Background: an optimization exercise with open tools, aiming at small area, a short achievable clock period and few clock cycles per item. Do not read the settings as production practice.
At most, simulation tests tie the RTL to the original design; equivalence was not proved.
No activity file was given, so power comes from the tool's default toggle rates.

== xenon ==
==> flow/design.v (excerpt) <==
module top(
    input start, op, reset, clock,
    input [31:0] data_a, data_b,
    output busy, ready,
    output [31:0] data_o
);
For scale: ~970 cells after synthesis, about 100 I/O pins.
make LEC_CHECK=0 CAP_MARGIN=20 CORE_MARGIN=2 CORE_UTILIZATION=40 SLEW_MARGIN=20 finish   # period 9.0 ns
run.sh (not shown) runs the stock make flow with config.mk's settings and CLKGATE_MAP_FILE= SYNTH_SCRIPT=/design/flow/synth_recipe.tcl, a recipe that flattens the netlist after the stock synthesis.
No stage failed in xenon, and the final checks on the layout all came back clean.
Input changes introduced in nickel (baseline for comparison: xenon):
# xenon
export LEC_CHECK = 0
export CAP_MARGIN = 20
export CORE_MARGIN = 2
export CORE_UTILIZATION = 40
export SLEW_MARGIN = 20
create_clock -name core_clock -period 9.0 [get_ports {clock}]
# nickel
export LEC_CHECK = 0
export CAP_MARGIN = 20
export CORE_MARGIN = 2
export CORE_UTILIZATION = 40
export SETUP_SLACK_MARGIN = 3
export SLEW_MARGIN = 20
create_clock -name core_clock -period 9.0 [get_ports {clock}]
Findings:
- Against xenon, nickel comes in 137 higher on post-cts resize count.
- What xenon reported for clock distribution power has to be multiplied by 0.903 to get the figure for nickel.
- | slew of the pin with the lowest slew margin | nickel vs xenon | 310 ps higher |
Here is what was changed in the inputs of maple compared with nickel.
# nickel
export LEC_CHECK = 0
export CAP_MARGIN = 20
export CORE_MARGIN = 2
export CORE_UTILIZATION = 40
export SETUP_SLACK_MARGIN = 3
export SLEW_MARGIN = 20
create_clock -name core_clock -period 9.0 [get_ports {clock}]
# maple
export LEC_CHECK = 0
export CAP_MARGIN = 20
export CORE_MARGIN = 2
export CORE_UTILIZATION = 40
export SLEW_MARGIN = 20
create_clock -name core_clock -period 9.0 [get_ports {clock}]
==> flow/flow/run.sh (new file) <==
#!/bin/bash
cp standard.sh standard_sh_copy.txt
cp config.mk config_copy.txt
export BUFFER_PORTS_ARGS="-buffer_cell sky130_fd_sc_hd__buf_1"
bash standard.sh > standard.log 2>&1
==> flow/standard.sh (new file) <==
#!/bin/bash
# synth_recipe.tcl (not shown) runs the flow's synth.tcl, then flattens the netlist and writes it again
# the make line also repeats each setting of config.mk as NAME=value (left out here)
make -C /OpenROAD-flow-scripts/flow DESIGN_CONFIG=/design/flow/config.mk WORK_HOME=/design/flow/orfs CLKGATE_MAP_FILE= SYNTH_SCRIPT=/design/flow/synth_recipe.tcl "${@:-finish}"
removed: flow/run.sh
Findings:
maple: no failed stages, no open violations at the end
Compared with nickel, maple shows a higher clock power share.
nickel consumes more power than maple.
Area enclosed by the die boundary: maple vs nickel identical
For cell count after placement, maple and nickel come out practically identical.
maple has number of antenna diodes above what nickel had.
maple vs. nickel: static leakage went down by 0.79 nW.
No functional check of the RTL was part of any run of this note.

* * *

top, a different RTL version from the one above (not shown whole).
Size in the first run: about 830 cells after synthesis, ~6400 um2 of cells after synthesis.
Settings: LEC_CHECK=0, CAP_MARGIN=20, CORE_MARGIN=2, CORE_UTILIZATION=60, SETUP_SLACK_MARGIN=3.0, SLEW_MARGIN=20; clock period 9.0 ns.
standard.sh (not shown) runs the stock make flow with config.mk's settings and CLKGATE_MAP_FILE= SYNTH_SCRIPT=/design/flow/synth_recipe.tcl, a recipe that flattens the netlist after the stock synthesis.
==> flow/flow/run.sh <==
#!/bin/bash
export BUFFER_PORTS_ARGS="-buffer_cell sky130_fd_sc_hd__buf_1"
export RECOVER_POWER=100
bash standard.sh > standard.log 2>&1
Testbench counts at the start, summed over its fixed seeds: cycles 9,600, ops 3,200.
Change:
==> flow/flow/run.sh (replaced) <==
#!/bin/bash
export BUFFER_PORTS_ARGS="-buffer_cell sky130_fd_sc_hd__buf_1"
bash standard.sh > standard.log 2>&1
CORE_UTILIZATION = 72   (was 60)
SETUP_SLACK_MARGIN = 2   (was 3.0)
Result: Worst setup slack gets better by 370 ps; clock skew barely changes; synthesized cell count stays the same.
Change:
CORE_UTILIZATION = 60   (was 72)
SETUP_SLACK_MARGIN = 3.3   (was 2)
The new run passed the timing, DRC and antenna checks.
Via count went up by 17%.
Clock-buffer cell count is unchanged.
Die area went up by 19%.
Design area went up by 23%.
Worst setup slack gets better by 570 ps.
Final cell count went up by 9.0%.
Non-clock buffer count went up by 61.
Sequential power barely changes.

* * *

Starting RTL as in the previous note.
==> flow/config.mk <==
export PLATFORM = sky130hd
export DESIGN_NAME = top
export DESIGN_NICKNAME = top
export VERILOG_FILES = /design/flow/design.v
export SDC_FILE = /design/flow/constraint.sdc
export NUM_CORES = 4
export LEC_CHECK = 0
export CAP_MARGIN = 20
export CORE_MARGIN = 2
export CORE_UTILIZATION = 60
export SETUP_SLACK_MARGIN = 2.6
export SLEW_MARGIN = 20
==> flow/constraint.sdc <==
create_clock -name core_clock -period 9.0 [get_ports {clock}]
set_input_delay 1.8000 -clock core_clock [delete_from_list [all_inputs] [get_ports {clock}]]
set_output_delay 1.8000 -clock core_clock [all_outputs]
set_load 0.01 [all_outputs]
==> flow/flow/run.sh <==
#!/bin/bash
export BUFFER_PORTS_ARGS="-buffer_cell sky130_fd_sc_hd__buf_1"
bash standard.sh > standard.log 2>&1
The first run completed with no timing, DRC or antenna violations.
Testbench counts at the start, summed over its fixed seeds: cycles 9,600, ops 3,200.
Rerun with:
--- a/flow/config.mk
+++ b/flow/config.mk
@@ -11 +11 @@
-export SETUP_SLACK_MARGIN = 2.6
+export SETUP_SLACK_MARGIN = 2
The new run completed with no timing, DRC or antenna violations.
Wire length shrinks by 1.8%.
Combinational power decreases by 3.3%.
Sequential power is about the same.
Rerun with:
--- a/flow/config.mk
+++ b/flow/config.mk
@@ -8 +8 @@
-export CAP_MARGIN = 20
+export CAP_MARGIN = 0
@@ -11,2 +11,2 @@
-export SETUP_SLACK_MARGIN = 2
-export SLEW_MARGIN = 20
+export SETUP_SLACK_MARGIN = 3.0
+export SLEW_MARGIN = 0
Outcome: The new run finished clean; worst setup slack is better by 760 ps; die area does not change; area after synthesis is unchanged; maximum frequency increases by roughly a tenth; non-clock buffer count increases by 23; first-iteration DRC count increases slightly; total power increases by roughly a tenth.

-- re-timing with driven ports --
In the flow no input, the clock included, has a driving cell. The finished layouts below were timed again as built, in two steps. Step 1 (the two cells are an assumption about what drives the block):
set clk [get_ports {clock}]
set_driving_cell -lib_cell sky130_fd_sc_hd__clkbuf_16 $clk
set_driving_cell -lib_cell sky130_fd_sc_hd__buf_2 [delete_from_list [all_inputs] $clk]
Step 2 moves the port delays by t, midway between the first and last clock arrival at a register: inputs arrive t later, outputs are due t later. That takes back most of the time a late clock gives input paths. a / b / c = ideal ports / drivers / drivers and shift; a / b = the first two.
run	t, ns	setup WS [ns]	worst register clock-pin slew, ns	worst slew at a driven data input, ns	pins driven straight from the clock port
xenon	0.327	1.042 / 1.005 / 1.332	0.07 / 0.07	0.04	1
nickel	0.336	2.318 / 2.278 / 2.614	0.08 / 0.08	0.04	1
maple	0.323	1.184 / 1.149 / 1.472	0.07 / 0.07	0.04	1
the first run of note 2	0.341	1.764 / 1.774 / 1.434	0.11 / 0.11	0.05	1
the second run of note 2	0.344	2.133 / 2.141 / 1.797	0.11 / 0.11	0.06	1
the third run of note 2	0.363	2.703 / 2.670 / 2.620	0.12 / 0.12	0.06	1
the first run of note 3	0.346	2.761 / 2.769 / 2.423	0.12 / 0.12	0.05	1
the second run of note 3	0.342	2.332 / 2.300 / 2.066	0.11 / 0.11	0.05	1
the third run of note 3	0.343	3.092 / 3.056 / 2.773	0.11 / 0.11	0.05	1
After both steps setup and hold are still met in every run listed. The setup slack of the first run of note 3, which loses most, moves by +0.008 ns with the drivers and by -0.338 ns with both steps.
